This is an optimization exercise on Yosys and OpenROAD, whose aim is small area, a short achievable clock period and few clock cycles, not a production implementation.
Function was checked by simulation only, so behaviour that the tests miss may differ from the original.
Power is estimated from default activity; no workload was simulated.

===== flow/run.sh =====
#!/bin/bash
# synth_recipe.tcl (not shown) runs the flow's synth.tcl, then flattens the netlist and writes it again
# the make line also repeats each setting of config.mk as NAME=value (left out here)
make -C /OpenROAD-flow-scripts/flow DESIGN_CONFIG=/design/flow/config.mk WORK_HOME=/design/flow/orfs CLKGATE_MAP_FILE= SYNTH_SCRIPT=/design/flow/synth_recipe.tcl finish

===== flow/config.mk =====
export PLATFORM = sky130hd
export DESIGN_NAME = processor
export DESIGN_NICKNAME = processor
export VERILOG_FILES = /design/flow/design.v
export SDC_FILE = /design/flow/constraint.sdc
export NUM_CORES = 8
export LEC_CHECK = 0
export CAP_MARGIN = 20
export CORE_MARGIN = 2
export CORE_UTILIZATION = 40
export SLEW_MARGIN = 20

===== flow/constraint.sdc =====
create_clock -name core_clock -period 12.0 [get_ports {clk}]
set_input_delay 2.4000 -clock core_clock [delete_from_list [all_inputs] [get_ports {clk}]]
set_output_delay 2.4000 -clock core_clock [all_outputs]
set_load 0.01 [all_outputs]

===== flow/design.v =====
module mux2(in0,in1,select,out);
input[31:0] in0,in1;
input select;
output[31:0] out;
reg[31:0] out;
always @(*)
		begin
case(select)
		0:out<=in0;
1:out<=in1;
endcase
end
endmodule
module mux4(in0,in1,in2,in3,select,out);
input[31:0] in0,in1,in2,in3;   
input[1:0] select;   
output[31:0] out;  
reg[31:0] out;
always@(*)
		begin
			case(select)
				0:out<=in0;
				1:out<=in1;
				2:out<=in2;
				3:out<=in3;
			endcase
		end
endmodule
module dff(in,clk,out,reset);
input reset;   
input[31:0] in;       
input clk;
output[31:0] out;   
reg[31:0] out;
	always @(posedge clk)
		begin
			if(reset==1'b1)           
				begin
					out<=0;
				end
			else
				begin
					out<=in;
				end
		end
endmodule
module dff2(in,clk,out,reset);
input reset;
input[5:0] in;
input clk;
output[5:0] out;
reg[5:0] out;
always @(posedge clk)
		begin
if(reset==1)
		begin
		out<=0;
		end
		else
		begin
		out<=in;
		end
		end
		endmodule
module dff3(in,clk,out,reset);
input reset;   
input in;       
input clk;
output out;   
reg out;
	always @(posedge clk)
		begin
			if(reset==1)           
				begin
					out<=0;
				end
			else
				begin
					out<=in;
				end
		end
endmodule
module incby1(in,out,clear);
input clear;  
input[31:0] in;  
output[31:0] out;  
reg[31:0] out;
always @(in or clear)
	begin
		if(clear==1)
			begin
				out<=0;
			end
		else
			begin
				out<= in + 1;
			end
	end
endmodule
module adder(a,b,sum);
input[31:0] a,b;
output[31:0] sum;
assign sum = a + b;
endmodule
module sext(ir2,sext_select,sextended_value);
input[31:0] ir2;  
input[2:0] sext_select;  
output[31:0] sextended_value;  
reg[31:0] sextended_value; 	
always @(*)
		begin
			case(sext_select)
				0: sextended_value= {{21{ir2[31]}},ir2[30:25],ir2[24:21],ir2[20]};  
				1: sextended_value= {{20{ir2[31]}},ir2[7],ir2[30:25],ir2[11:8],1'b0}; 
				2: sextended_value= {ir2[31],ir2[30:20],ir2[19:12],{12{1'b0}}}; 
				3: sextended_value= {{21{ir2[31]}},ir2[30:25],ir2[11:8],ir2[7]}; 
				4: sextended_value= {{12{ir2[31]}},ir2[19:12],ir2[20],ir2[30:25],ir2[24:21],1'b0}; 
				default: sextended_value= {{21{ir2[31]}},ir2[30:25],ir2[24:21],ir2[20]};
			endcase
		end
endmodule
module decoder(in,sext_select);
		input[6:0] in;
		output[2:0] sext_select;
		reg[2:0] sext_select;
always @(*)
		begin
case(in)
		19:sext_select=0; 
		3:sext_select=0; 
		103:sext_select=0; 
		99:sext_select=1; 
		55:sext_select=2; 
		23:sext_select=2; 
		35:sext_select=3;  
		111:sext_select=4; 
		default:sext_select=0;
endcase
end
endmodule
module alu(operand1,operand2,alu_select,z4_input);
input[31:0] operand1,operand2;
input[5:0] alu_select;
output[31:0] z4_input;
reg [31:0] z4_input;
always @(*)
				begin
				case(alu_select)
				0:	z4_input = operand1 + operand2;	 
1:	z4_input = operand1 - operand2;	 
2:	z4_input = operand1 & operand2;	 
3:	z4_input = operand1|operand2;  
4:	z4_input = operand1^operand2;	 
5:	begin 
if($signed(operand1)<$signed(operand2))
				z4_input = 1;
						else 
								z4_input = 0;
										end
												6:	begin
												if(operand1<operand2)
				z4_input =	1;
						else
								z4_input = 0; 
										end
												7:	z4_input = $signed(operand1)>>>operand2[4:0]; 
8:	z4_input = operand1>>operand2[4:0];	 
9:	z4_input = operand1<<operand2[4:0]; 
10:	z4_input = operand1 * operand2 ;	 
11:	z4_input = operand1 + operand2 ;	 
12:	z4_input = operand1 - operand2 ;	 
13:	z4_input = operand1 & operand2 ;	 
14:	z4_input = operand1 | operand2 ;	 
15:	z4_input = operand1 ^ operand2 ;	 
16:	begin
if($signed(operand1)<$signed(operand2))
				z4_input = 1;
						else
								z4_input = 0; 
										end
17:	begin
if(operand1<operand2)
				z4_input =	1;
						else
								z4_input = 0; 
										end
												18:	z4_input = 	$signed(operand1)>>>operand2[4:0]; 
19:	z4_input = 	operand1>>operand2[4:0];  
20:	z4_input = 	operand1<<operand2[4:0]; 
21:	z4_input = 	operand2; 
22:	z4_input = 	operand1 + operand2; 
23:	z4_input = 	operand1 + operand2 ; 
24:	z4_input = 	operand1 + operand2; 
25:	z4_input = operand1 + operand2;	 
26:	z4_input = 	operand1 + operand2; 
27:	z4_input = 	operand1 + operand2; 
28:	z4_input = operand1 - operand2 ; 
29:	z4_input = 	operand1 - operand2 ; 
30:	z4_input = 	operand1 - operand2 ; 
31:	z4_input = 	operand1 - operand2 ; 
32:	z4_input = 	operand1 - operand2 ; 
33:	z4_input = 	operand1 - operand2 ; 
default:z4_input = operand1 + operand2;
endcase
end
endmodule
module alu_decode(ir2_output,alu_select);
input[31:0] ir2_output;
output[5:0] alu_select;
reg[5:0] alu_select;
always @(*)
		begin
		alu_select = 6'b000000; 
		if(ir2_output[6:0]==7'b0110011)
		begin
		if(ir2_output[31:25]==7'b0100000&&ir2_output[14:12]==3'b000)
		alu_select = 6'b000000; 
		if(ir2_output[31:25]==7'b0000000&&ir2_output[14:12]==3'b000)
		alu_select = 6'b000001; 
		if(ir2_output[31:25]==7'b0000000&&ir2_output[14:12]==3'b111)
		alu_select = 6'b000010; 
		if(ir2_output[31:25]==7'b0000000&&ir2_output[14:12]==3'b110)
		alu_select = 6'b000011; 
		if(ir2_output[31:25]==7'b0000000&&ir2_output[14:12]==3'b100)
		alu_select = 6'b000100; 
		if(ir2_output[31:25]==7'b0000000&&ir2_output[14:12]==3'b010)
		alu_select = 6'b000101; 
		if(ir2_output[31:25]==7'b0000000&&ir2_output[14:12]==3'b011)
		alu_select = 6'b000110; 
		if(ir2_output[31:25]==7'b0100000&&ir2_output[14:12]==3'b101)
		alu_select = 6'b000111; 
		if(ir2_output[31:25]==7'b0000000&&ir2_output[14:12]==3'b101)
		alu_select = 6'b001000; 
		if(ir2_output[31:25]==7'b0000000&&ir2_output[14:12]==3'b001)
		alu_select = 6'b001001; 
		if(ir2_output[31:25]==7'b0000001&&ir2_output[14:12]==3'b000)
		alu_select = 6'b001010; 
		end
		if(ir2_output[6:0]==7'b0010011)
		begin
		if(ir2_output[14:12] == 3'b000)
		alu_select = 6'b001011; 
		if(ir2_output[14:12] == 3'b001)
		alu_select = 6'b001100; 
		if(ir2_output[14:12] == 3'b111)
		alu_select = 6'b001101; 
		if(ir2_output[14:12] == 3'b110)
		alu_select = 6'b001110; 
		if(ir2_output[14:12] == 3'b100)
		alu_select = 6'b001111; 
		if(ir2_output[14:12] == 3'b010)
		alu_select = 6'b010000; 
		if(ir2_output[14:12] == 3'b011)
		alu_select = 6'b010001; 
		if(ir2_output[14:12] == 3'b101&&ir2_output[31:25]==7'b0100000)
		alu_select = 6'b010010; 
		if(ir2_output[14:12] == 3'b101&&ir2_output[31:25]==7'b0000000)
		alu_select = 6'b010011; 
		if(ir2_output[14:12] == 3'b101&&ir2_output[31:25]==7'b0000001)
		alu_select = 6'b010100; 
		end
		if(ir2_output[6:0]==7'b0110111)
		alu_select = 6'b010101; 
		if(ir2_output[6:0]==7'b0010111)
		alu_select = 6'b010110; 
		if(ir2_output[6:0]==7'b0000011)
		alu_select = 6'b010111; 
		if(ir2_output[6:0]==7'b0100011)
		alu_select = 6'b011000; 
		if(ir2_output[6:0]==7'b1100111)
		alu_select = 6'b011010; 
		if(ir2_output[6:0]==7'b1101111)
		alu_select = 6'b011011; 
		if(ir2_output[6:0]==7'b1100011)
		begin
		if(ir2_output[14:12]==3'b000)
		alu_select = 6'b011100; 
		if(ir2_output[14:12]==3'b001)
		alu_select = 6'b011101; 
		if(ir2_output[14:12]==3'b100)
		alu_select = 6'b011110; 
		if(ir2_output[14:12]==3'b101)
		alu_select = 6'b011111; 
		if(ir2_output[14:12]==3'b110)
		alu_select = 6'b100000; 
		if(ir2_output[14:12]==3'b111)
		alu_select = 6'b100001; 
		end
		end
		endmodule
module regfile(r1_add,r2_add,write_add,z5_output,write_enable,clk,reset,r1_value,r2_value);
reg[5:0] i;   
reg[31:0] registers[31:1];  
input[4:0] r1_add,r2_add,write_add;  
input[31:0] z5_output;   
input write_enable,reset,clk;
output[31:0] r1_value,r2_value;  
reg[31:0] r1_value,r2_value;
	always @(posedge clk)
		begin
			if(reset==1)
				begin
					for(i=1;i<32;i=i+1)
						begin
							registers[i] <= 0;   
						end
					r1_value <= 0;
					r2_value <= 0;
				end
			else
				begin
					if(write_enable==1 && write_add!=5'b00000)    
						begin
							registers[write_add] <= z5_output;
						end
					if(r1_add==5'b00000)
						r1_value <= 0;
					else if(write_enable==1 && write_add==r1_add)
						r1_value <= z5_output;
					else
						r1_value <= registers[r1_add];
					if(r2_add==5'b00000)
						r2_value <= 0;
					else if(write_enable==1 && write_add==r2_add)
						r2_value <= z5_output;
					else
						r2_value <= registers[r2_add];
				end
		end
endmodule
module fetch_stage(z4,clk,reset,select_pc,select_ir2,select_pc2,instruction,pc,branchaddress,ir2_input,pc2_input,ir2_output,pc2_output);
input clk,reset;
input[31:0] z4;  
input[1:0] select_pc,select_ir2;   
input select_pc2;  
input[31:0] instruction,branchaddress,ir2_output,pc2_output;   
output[31:0] pc;    
output[31:0] ir2_input,pc2_input;
wire[31:0] pcout,incrementedpc;
wire[31:0] nop = 32'b0;  
mux4 pcmux(.in0(z4),.in1(incrementedpc),.in2(pcout),.in3(branchaddress),.select(select_pc),.out(pc)); 
dff pcd(.in(pc),.clk(clk),.out(pcout),.reset(reset));   
incby1 inc(.in(pcout),.out(incrementedpc),.clear(reset));   
mux2 pc2mux(.in0(incrementedpc),.in1(pc2_output),.select(select_pc2),.out(pc2_input));  
mux4 ir2mux(.in0(instruction),.in1(nop),.in2(ir2_output),.in3(ir2_output),.select(select_ir2),.out(ir2_input));  
endmodule
module decode_stage(ir2_output,pc2_output,clk,r1_value,r2_value,z5_output,reset,ir3_output,pc3_output,x3_output,y3_output,md3_output,ir3_input,pc3_input,x3_input,y3_input,md3_input,branchaddress_input,select_ir3,select_pc3,select_x3,select_y3,select_md3,alu_select_input);
input[31:0] ir3_output,pc3_output,x3_output,y3_output,md3_output;  
input[31:0] ir2_output,pc2_output,r1_value,r2_value,z5_output;   
input reset,clk;     
input[1:0] select_ir3,select_x3,select_y3,select_md3; 
input select_pc3;
output[31:0] ir3_input,pc3_input,x3_input,y3_input,md3_input,branchaddress_input; 
output[5:0] alu_select_input;   
wire[31:0] ir2_output,pc2_output,r1_value,r2_value,z5_output,sextended_value;  
wire reset,clk;	
wire[5:0] alu_select_input;  
wire[1:0] select_ir3,select_x3,select_y3,select_md3;  
wire select_pc3;   
wire[31:0] nop = 32'b0;   
wire[2:0] sext_select;    
alu_decode decode(.ir2_output(ir2_output),.alu_select(alu_select_input));  
mux4 ir3mux(.in0(ir2_output),.in1(nop),.in2(ir3_output),.in3(ir3_output),.select(select_ir3),.out(ir3_input)); 
mux2 pc3mux(.in0(pc2_output),.in1(pc3_output),.select(select_pc3),.out(pc3_input));  
mux4 x3mux(.in0(r1_value),.in1(pc2_output),.in2(x3_output),.in3(z5_output),.select(select_x3),.out(x3_input));
mux4 y3mux(.in0(r2_value),.in1(sextended_value),.in2(y3_output),.in3(z5_output),.select(select_y3),.out(y3_input));
mux4 md3mux(.in0(r2_value),.in1(z5_output),.in2(md3_output),.in3(md3_output),.select(select_md3),.out(md3_input));  
decoder de(ir2_output[6:0],sext_select);   
sext ext(ir2_output,sext_select,sextended_value);  
adder branchadd(pc2_output,sextended_value,branchaddress_input);  
endmodule
module execute_stage(ir3_output,pc3_output,x3_output,y3_output,md3_output,z4_output,z5_output,select_ir4,select_operand1,select_operand2,select_md4,clk,reset,ir4_input,pc4_input,z4_input,md4_input,alu_select_output,branch_control_input);
input[5:0] alu_select_output;         
input[1:0] select_operand1,select_operand2,select_md4;   
input select_ir4;    
input[31:0] ir3_output,pc3_output,x3_output,y3_output,md3_output,z4_output,z5_output;  
input clk,reset;     
output[31:0] ir4_input,pc4_input,z4_input,md4_input;  
wire[31:0] nop = 32'b0;   		
wire[31:0] ir4_input,pc4_input,z4_input,md4_input;  
wire[31:0] operand1,operand2;  
wire[5:0] alu_select_output;     
output branch_control_input;
reg branch_control_input;
		assign pc4_input = pc3_output;
		mux2 ir4mux(.in0(ir3_output),.in1(nop),.select(select_ir4),.out(ir4_input));
		mux4 operand1mux(.in0(x3_output),.in1(z5_output),.in2(z4_output),.in3(z4_output),.select(select_operand1),.out(operand1));
		mux4 operand2mux(.in0(y3_output),.in1(z5_output),.in2(z4_output),.in3(z4_output),.select(select_operand2),.out(operand2));
		mux4 md4mux(.in0(md3_output),.in1(z5_output),.in2(z4_output),.in3(z4_output),.select(select_md4),.out(md4_input));
		alu al(.operand1(operand1),.operand2(operand2),.alu_select(alu_select_output),.z4_input(z4_input));
always @(*)
		begin
			if(ir3_output[6:0]==7'b1100011)
				begin
					if(ir3_output[14:12]==3'b000&&operand1==operand2)
						branch_control_input = 1;
					else if(ir3_output[14:12]==3'b001&&operand1!=operand2)
						branch_control_input = 1;
					else if(ir3_output[14:12]==3'b100&&$signed(operand1)<$signed(operand2))
						branch_control_input = 1;
					else if(ir3_output[14:12]==3'b101&&$signed(operand1)>=$signed(operand2))
						branch_control_input = 1;
					else if(ir3_output[14:12]==3'b110&&operand1<operand2)
						branch_control_input = 1;
					else if(ir3_output[14:12]==3'b111&&operand1>=operand2)
						branch_control_input = 1;
					else 
						branch_control_input = 0;
				end
			else
				begin
					branch_control_input = 0;
				end
		 end
endmodule
module memory_stage(ir4_output,pc4_output,z4_output,read_data,select_z5,ir5_input,z5_input);
input[31:0] ir4_output,pc4_output,z4_output,read_data;  
output[31:0] ir5_input,z5_input;   
input[1:0] select_z5;  
assign ir5_input = ir4_output;  
mux4 z5mux(.in0(read_data),.in1(z4_output),.in2(pc4_output),.in3(pc4_output),.select(select_z5),.out(z5_input));
endmodule
module control(reset,ir2_output,ir3_output,ir4_output,ir5_output,branch_control_output,select_pc,select_pc2,select_ir2,select_ir3,select_ir4,select_pc3,select_x3,select_y3,select_md3,select_operand1,select_operand2,select_md4,select_z5,reg_write_enable,data_write_signal);
input branch_control_output;
input[31:0] ir2_output,ir3_output,ir4_output,ir5_output;  
output[1:0] select_pc,select_ir2,select_ir3,select_x3,select_y3,select_md3,select_operand1,select_operand2,select_md4,select_z5;
output select_pc2,select_pc3,select_ir4,reg_write_enable,data_write_signal;
reg[1:0] select_pc,select_ir2,select_ir3,select_x3,select_y3,select_md3,select_operand1,select_operand2,select_md4,select_z5;
reg select_pc2,select_pc3,select_ir4,reg_write_enable,data_write_signal;
input reset;
wire[6:0] op2 = ir2_output[6:0];
wire[6:0] op3 = ir3_output[6:0];
wire[6:0] op4 = ir4_output[6:0];
wire[6:0] op5 = ir5_output[6:0];
wire writes3 = (op3==7'b0110011||op3==7'b0010011||op3==7'b0110111||op3==7'b0010111||op3==7'b0000011||op3==7'b1101111||op3==7'b1100111)&&(ir3_output[11:7]!=5'b00000);
wire writes4 = (op4==7'b0110011||op4==7'b0010011||op4==7'b0110111||op4==7'b0010111||op4==7'b0000011||op4==7'b1101111||op4==7'b1100111)&&(ir4_output[11:7]!=5'b00000);
wire writes5 = (op5==7'b0110011||op5==7'b0010011||op5==7'b0110111||op5==7'b0010111||op5==7'b0000011||op5==7'b1101111||op5==7'b1100111)&&(ir5_output[11:7]!=5'b00000);
wire uses_rs1_2 = (op2==7'b0110011||op2==7'b0010011||op2==7'b0000011||op2==7'b0100011||op2==7'b1100111||op2==7'b1100011);
wire uses_rs2_2 = (op2==7'b0110011||op2==7'b0100011||op2==7'b1100011);
wire uses_rs1_3 = (op3==7'b0110011||op3==7'b0010011||op3==7'b0000011||op3==7'b0100011||op3==7'b1100111||op3==7'b1100011);
wire rs2_alu_3 = (op3==7'b0110011||op3==7'b1100011);  
wire store3 = (op3==7'b0100011);
wire jump4 = (op4==7'b1101111)||(op4==7'b1100111);
wire branch4 = (op4==7'b1100011)&&(branch_control_output==1'b1);
wire redirect = jump4||branch4;
wire load_use = (op3==7'b0000011)&&(ir3_output[11:7]!=5'b00000)&&
		((uses_rs1_2&&(ir2_output[19:15]==ir3_output[11:7]))||(uses_rs2_2&&(ir2_output[24:20]==ir3_output[11:7])));
always @(*)
		begin
		select_pc3 = 0;
		select_x3 = 0;
		select_y3 = 0;
		select_md3 = 0;
		select_operand1 = 0;
		select_operand2 = 0;
		select_md4 = 0;
		select_z5 = 1;
		select_ir4 = 0;
		reg_write_enable = 0;
		data_write_signal = 0;
if(reset==1)
		begin
		select_pc = 1;   
		select_ir2 = 0;
		select_pc2 = 0;
		select_ir3 = 0;
		end
else if(jump4)  
	begin
		select_pc = 0;   
		select_ir2 = 1;  
		select_pc2 = 0;
		select_ir3 = 1;  
		select_ir4 = 1;  
	end
else if(branch4) 
	begin
		select_pc = 3;   
		select_ir2 = 1;  
		select_pc2 = 0;
		select_ir3 = 1;  
		select_ir4 = 1;  
	end
else if(load_use)  
	begin
		select_pc = 2;  
		select_pc2 = 1;  
		select_ir2 = 2;  
		select_ir3 = 1;  
	end
else        
	begin
		select_pc = 1;
		select_pc2 = 0;
		select_ir2 = 0;
		select_ir3 = 0;
	end	
if((op2==7'b0010111)||(op2==7'b1101111))  
	begin
		select_x3 = 1;
	end
else if(uses_rs1_2 && writes5 && (ir5_output[11:7]==ir2_output[19:15]))  
	begin
		select_x3 = 3;
	end
else
	begin
		select_x3 = 0;
	end
if((op2==7'b0010011)||op2==7'b1100111||op2==7'b0110111||op2==7'b0010111||op2==7'b0000011||op2==7'b0100011||op2==7'b1101111)	 
	begin
		select_y3 = 1;
	end
else if(uses_rs2_2 && writes5 && (ir5_output[11:7]==ir2_output[24:20]))  
	begin
		select_y3 = 3;
	end
else
	begin
		select_y3 = 0;
	end
if((op2==7'b0100011) && writes5 && (ir5_output[11:7]==ir2_output[24:20]))
	begin	
		select_md3 = 1;
	end
if(uses_rs1_3 && writes4 && (ir4_output[11:7]==ir3_output[19:15]))
	begin
		select_operand1 = 2;  
	end
else if(uses_rs1_3 && writes5 && (ir5_output[11:7]==ir3_output[19:15]))
	begin
		select_operand1 = 1;  
	end
if(rs2_alu_3 && writes4 && (ir4_output[11:7]==ir3_output[24:20]))
	begin
		select_operand2 = 2;  
	end
else if(rs2_alu_3 && writes5 && (ir5_output[11:7]==ir3_output[24:20]))
	begin
		select_operand2 = 1;  
	end
if(store3 && writes4 && (ir4_output[11:7]==ir3_output[24:20]))
	begin
		select_md4 = 2;
	end
else if(store3 && writes5 && (ir5_output[11:7]==ir3_output[24:20]))
	begin
		select_md4 = 1;
	end
if(op4==7'b0000011)   
	begin
		select_z5 = 0;
	end
else if(jump4)  
	begin
		select_z5 = 2;
	end
else  
	begin
		select_z5 = 1;
	end
if(store3 && !redirect && !reset)
	begin
		data_write_signal = 1;
	end
if(writes5)
	begin	
		reg_write_enable = 1;
	end
end
endmodule
module processor(clk,reset,imem_addr,imem_data,dmem_addr,dmem_wdata,dmem_we,dmem_rdata);
input clk,reset;
output[9:0] imem_addr;    
input[31:0] imem_data;    
output[9:0] dmem_addr;    
output[31:0] dmem_wdata;  
output dmem_we;           
input[31:0] dmem_rdata;   
wire data_write_signal;  
wire[31:0] z4_input,instruction,pc,branchaddress,z4_output;  
wire[1:0] select_pc,select_ir2;  
wire select_pc2;   
wire[31:0] ir2_input,pc2_input,ir2_output,pc2_output; 
wire[31:0] r1_value,r2_value;  
wire[31:0] ir3_output,pc3_output,x3_output,y3_output,md3_output,ir3_input,pc3_input,x3_input,y3_input,md3_input; 
wire[1:0] select_ir3,select_x3,select_y3,select_md3;  
wire select_pc3;   
wire[31:0] ir4_output,pc4_output,md4_output;
wire[31:0] ir4_input,pc4_input,md4_input;
wire select_ir4;  
wire[1:0] select_operand1,select_operand2,select_md4; 
wire[31:0] ir5_input,z5_input,z5_output,ir5_output;  
wire[31:0] read_data;  
wire[1:0] select_z5;	
wire reg_write_enable;  
wire branch_control_output;  
wire[31:0] branchaddress3_input,branchaddress3_output;  
wire[5:0] alu_select_input,alu_select_output;  
wire branch_control_input;
assign instruction = imem_data;
assign imem_addr = pc[9:0];
assign read_data = dmem_rdata;
assign dmem_addr = z4_input[9:0];
assign dmem_wdata = md4_input;
assign dmem_we = data_write_signal;
fetch_stage fetch(.z4(z4_output),.clk(clk),.reset(reset),.select_pc(select_pc),.select_ir2(select_ir2),.select_pc2(select_pc2),.instruction(instruction),.pc(pc),.branchaddress(branchaddress),.ir2_input(ir2_input),.pc2_input(pc2_input),.ir2_output(ir2_output),.pc2_output(pc2_output));
dff ir2(.in(ir2_input),.clk(clk),.out(ir2_output),.reset(reset));
dff pc2(.in(pc2_input),.clk(clk),.out(pc2_output),.reset(reset));
decode_stage decode(.ir2_output(ir2_output),.pc2_output(pc2_output),.clk(clk),.r1_value(r1_value),.r2_value(r2_value),.z5_output(z5_output),.reset(reset),.ir3_output(ir3_output),.pc3_output(pc3_output),.x3_output(x3_output),.y3_output(y3_output),.md3_output(md3_output),.ir3_input(ir3_input),.pc3_input(pc3_input),.x3_input(x3_input),.y3_input(y3_input),.md3_input(md3_input),.branchaddress_input(branchaddress3_input),.select_ir3(select_ir3),.select_pc3(select_pc3),.select_x3(select_x3),.select_y3(select_y3),.select_md3(select_md3),.alu_select_input(alu_select_input));
dff ir3(.in(ir3_input),.clk(clk),.out(ir3_output),.reset(reset));
dff pc3(.in(pc3_input),.clk(clk),.out(pc3_output),.reset(reset));
dff x3(.in(x3_input),.clk(clk),.out(x3_output),.reset(reset));
dff y3(.in(y3_input),.clk(clk),.out(y3_output),.reset(reset));
dff branchadd(.in(branchaddress3_input),.clk(clk),.out(branchaddress3_output),.reset(reset));
dff md3(.in(md3_input),.clk(clk),.out(md3_output),.reset(reset));
dff2 aluselect(.in(alu_select_input),.clk(clk),.out(alu_select_output),.reset(reset));
execute_stage execute(.ir3_output(ir3_output),.pc3_output(pc3_output),.x3_output(x3_output),.y3_output(y3_output),.md3_output(md3_output),.z4_output(z4_output),.z5_output(z5_output),.select_ir4(select_ir4),.select_operand1(select_operand1),.select_operand2(select_operand2),.select_md4(select_md4),.clk(clk),.reset(reset),.ir4_input(ir4_input),.pc4_input(pc4_input),.z4_input(z4_input),.md4_input(md4_input),.alu_select_output(alu_select_output),.branch_control_input(branch_control_input));
dff ir4(.in(ir4_input),.clk(clk),.out(ir4_output),.reset(reset));
dff pc4(.in(pc4_input),.clk(clk),.out(pc4_output),.reset(reset));
dff z4(.in(z4_input),.clk(clk),.out(z4_output),.reset(reset));
dff branch4(.in(branchaddress3_output),.clk(clk),.out(branchaddress),.reset(reset));
dff3 controlbranch(.in(branch_control_input),.clk(clk),.out(branch_control_output),.reset(reset));
memory_stage mem(.ir4_output(ir4_output),.pc4_output(pc4_output),.z4_output(z4_output),.read_data(read_data),.select_z5(select_z5),.ir5_input(ir5_input),.z5_input(z5_input));
dff ir5(.in(ir5_input),.clk(clk),.out(ir5_output),.reset(reset));
dff z5(.in(z5_input),.clk(clk),.out(z5_output),.reset(reset));
regfile registers(.r1_add(ir2_input[19:15]),.r2_add(ir2_input[24:20]),.write_add(ir5_output[11:7]),.z5_output(z5_output),.write_enable(reg_write_enable),.clk(clk),.reset(reset),.r1_value(r1_value),.r2_value(r2_value));
control control_part(.reset(reset),.ir2_output(ir2_output),.ir3_output(ir3_output),.ir4_output(ir4_output),.ir5_output(ir5_output),.select_pc(select_pc),.select_pc2(select_pc2),.select_ir2(select_ir2),.select_ir3(select_ir3),.select_ir4(select_ir4),.select_pc3(select_pc3),.select_x3(select_x3),.select_y3(select_y3),.select_md3(select_md3),.select_operand1(select_operand1),.select_operand2(select_operand2),.select_md4(select_md4),.select_z5(select_z5),.reg_write_enable(reg_write_enable),.data_write_signal(data_write_signal),.branch_control_output(branch_control_output));
endmodule

==> flow_summary.yaml <==
timing:
  hold_viol: 0
  skew_ns: 0.0382
  worst_slew_pin_slew_ns: 1.30
  period_share: 0.977
  timing.fmax_mhz: 85.3
  slew_viol_final: 0
  period_needed_ns: 11.72
  finalSetupViolCount: 0
  rsz0062_at_grt: "true"
  final.setup.worst_slack_ns: 0.275
  max_slew_margin: 0.129
  setup_tns_ns: 0
floorplanning:
  io_pins: 119
  dieWidth_um: 508
  coreArea_um2: 253000
  core.rowCount: 185
  die_h_um: 508
  die_area_um2: 258000
  start_util: 0.401
routing:
  routed_via_density: 6.27
  num_vias: 88500
  drt_iter0_markers: 13500
  drtPass1Iterations: 9
  drt-wirelength-per-cell_um: 32.2
  routed_wl_um: 454000
  drcViolationCount: 0
  ant_nets: 0
placement:
  place_area_um2: 107000
  gp_congestion: 1.03
  pre_cts_ws_ns: 1.15
  dpl.hpwl_um: 300000
  port_buffers: 118
logic_synthesis:
  syn-cell-area_um2: 102000
  muxShareOfSynthArea: 0.0623
  synth_top_family_by_area: "simple AND/OR/NAND/NOR gates"
  yosysWarnings: 13
  ys_top_cells_by_count: "nand2_1, edfxtp_1, and2_1"
  synth_cell_type_count: 108
  synth_area_per_cell_um2: 9.29
  ys.flop_type: "edfxtp_1"
  synth_edf_count: 1024
  synth-simple-area-share: 0.213
  ys_top_cells_by_area: "edfxtp_1, dfxtp_1, fa_1"
  synth-seq-cells: 1528
  synth_cells: 10900
  synth_most_common_cell: "nand2_1"
  yosys.area.top_type: "edfxtp_1"
  synth_compound_area_frac: 0.132
  async_flop_share: 0
  synth_fa_ha_area_frac: 0.112
  seq_area_frac_synth: 0.402
  synthDominantCellAreaShare: 0.303
  synth_xor_xnor_area_share: 0.0205
power:
  finalPower_mw: 13.5
  leakage_nw: 44.0
  pwr_density_cell_nw_per_um2: 121
  vdd_drop_max_uv: 162
clock_network:
  numCtsBuffers: 165
  postCtsHoldBufs: 0
  clk_path_buf_depth: 3
  insertion_delay_ns: 0.85
  cts_resized: 0
  cts.sinks: 1528
  clk_transition_reported_paths_ns: 0.06
  post-cts-setup-buffer-count: 0
  cts_tree: "done"
  cts_max_level: 4
  cts_root_buffer: "clkbuf_16"
layout:
  fin_nets: 11300
  final_area_um2: 112000
  drive_gt1_frac: 0.0857
  register_area_um2: 40900
  multi_input_area_um2: 55800
  fillCellCount: 24300
  synthToLayoutAreaGrowth_pct: 10.1
setup_path:
  crit_arrival_ns: 9.32
  cp.required_ns: 9.60
  startpoint_type: "register"
  cp_max_fo: 27
  worst-setup-path-type: "register to output port"
  end_kind: "output port"
global_route:
  gr-usage-all-layers: 0.342
  met1_usage: 0.440
  grt-ovfl-total: 0
  grt_pass1_wl_um: 635000
  antenna_found_initial: 25
  grt_pass1_vias: 84500
  busiest_layer: "met2"
  grtUsageMet3: 0.0854
  grt_max_degree: 134
  met2_usage: 0.514
status:
  status: "no timing/DRC/antenna violations"
job:
  drv_cap: 0
hold_path:
  hold_path.class: "register to register"
flip-flops by register name (all words and copies together) (netlist names):
| register | cells |
|---|---|
| controlbranch.out | 1 |
| branch4.out | 32 |
| aluselect.out | 6 |
| ir4.out | 12 |
| branchadd.out | 32 |
| fetch.pcd.out | 32 |
| registers.r2_value | 32 |
| ir5.out | 12 |
| ir2.out | 32 |
| pc2.out | 32 |
| z4.out | 32 |
| md3.out | 32 |
| x3.out | 32 |
| registers.r1_value | 32 |
| registers.registers | 1024 |
| y3.out | 32 |
| z5.out | 32 |
| ir3.out | 25 |
| pc3.out | 32 |
| pc4.out | 32 |
cell families after synthesis:
group	count (synthesis)
adders and majority gates	663
xor gates and xnor gates	228
AOI/OAI and AO/OA	1957
other	1
buffers and inverters	1499
muxes	490
DFF	1528
and+or+nand+nor	4569
stage by stage:
step | util | instances | hold slack [ns]
floorplan | - | 11000 | 0.414
global placement | 0.420 | 13800 | 0.419
detailed placement | 0.420 | 13800 | 0.420
CTS | 0.441 | 14100 | 0.417
global route | 0.441 | 14100 | 0.443
finish | 0.441 | 14100 | 0.414
layout make-up:
cell class | count | share of cell area
multi-input cells | 7939 | 0.499
flip-flops and latches | 1528 | 0.365
clock buffers | 221 | 0.0408
well taps | 3366 | 0.0376
repair buffers | 435 | 0.0342
inverters | 512 | 0.0172
clock inverters | 79 | 0.00572
diodes | 20 | 0.000447
worst paths after layout:
| check | startpoint | endpoint | slack, ns | cells after the start |
|---|---|---|---|---|
| worst min-delay path | branchadd.out[9] | branch4.out[9] | 0.41 | 1 |
| worst max register to register | ir3.out[6] | z4.out[31] | 1.30 | 32 |
| worst max-delay path | ir3.out[6] | dmem_addr[9] | 0.28 | 25 |
| worst min register to register | branchadd.out[9] | branch4.out[9] | 0.41 | 1 |
worst max-delay path, stage by stage, from the launching register on:
cell,delay [ns]
dfxtp_1,0.46
and3b_1,0.21
o21bai_2,0.16
or4b_4,0.73
or2_2,0.46
buf_4,0.32
a31oi_4,0.49
inv_2,0.24
nor2_1,0.17
fa_1,0.47
ha_1,0.33
ha_1,0.31
fa_1,0.46
ha_1,0.30
ha_1,0.27
inv_1,0.04
fa_1,0.47
inv_1,0.05
fa_1,0.44
ha_1,0.34
xor2_1,0.18
a221oi_1,0.26
o21ai_0,0.15
or4_1,0.51
o221a_2,0.15
clkdlybuf4s50_1,0.48
cell usage in the layout, fill, tap and decap left out, types with 27 or more instances in the layout:
cell type           n
nand2_1          1782
edfxtp_1         1024
and2_1            998
nor2_1            680
nand3_1           499
dfxtp_1           487
inv_1             471
a21oi_1           425
fa_1              411
mux2i_1           352
o21ai_0           299
buf_4             294
ha_1              252
and3_1            181
clkbuf_16         170
a311oi_1          161
xnor2_1           150
a31oi_1           147
nor2b_1           130
nor3_1            122
a211oi_1          122
clkdlybuf4s50_1   117
a22oi_1           116
mux4_2            111
o22ai_1            93
xor2_1             72
o221ai_1           64
o22a_1             63
a221oi_1           59
a21o_1             54
o211ai_1           50
clkinv_1           40
clkbuf_1           38
conb_1             32
o21ai_4            31
nand2b_1           29
inv_2              27
clkinv_2           27
per-layer routing:
layer,share of wire,vias to the layer above,wire length (um)
met5,0.000026,-,12
met3,0.11,1233,51800
met1,0.37,44000,170000
li1,-,37200,-
met4,0.075,2,34000
met2,0.44,6043,198000
power by group:
| part | internal [mW] | switching [mW] | leakage (nW) |
|---|---|---|---|
| Clock | 2.82 | 2.25 | 2.56 |
| Combinational | 0.714 | 1.68 | 26.8 |
| Sequential | 5.82 | 0.196 | 14.7 |
Testbench counts, summed over its fixed seeds: cycles 96,499.

==> separate check: timing with driven ports <==
No port has a modelled driver above. Below, the same layout with a new extraction and two added sets of constraints. Step 1 (the two cells are an assumption about what drives the block):
set clk [get_ports {clk}]
set_driving_cell -lib_cell sky130_fd_sc_hd__clkbuf_16 $clk
set_driving_cell -lib_cell sky130_fd_sc_hd__buf_2 [delete_from_list [all_inputs] $clk]
Step 2 moves the port delays by t, midway between the first and last clock arrival at a register: inputs arrive t later, outputs are due t later. That takes back most of the time a late clock gives input paths. Three values: no drivers, after step 1, after step 2; two values: the first two.
t (ns): 0.930
setup WS [ns]: 0.275 / 0.180 / 1.110
worst slew at a driven data input, ns: 0.11
cell pins on the clock port's net: 1
After both steps setup and hold are still met in this run. The setup slack of this run moves by -0.095 ns with the drivers and by +0.835 ns with both steps.
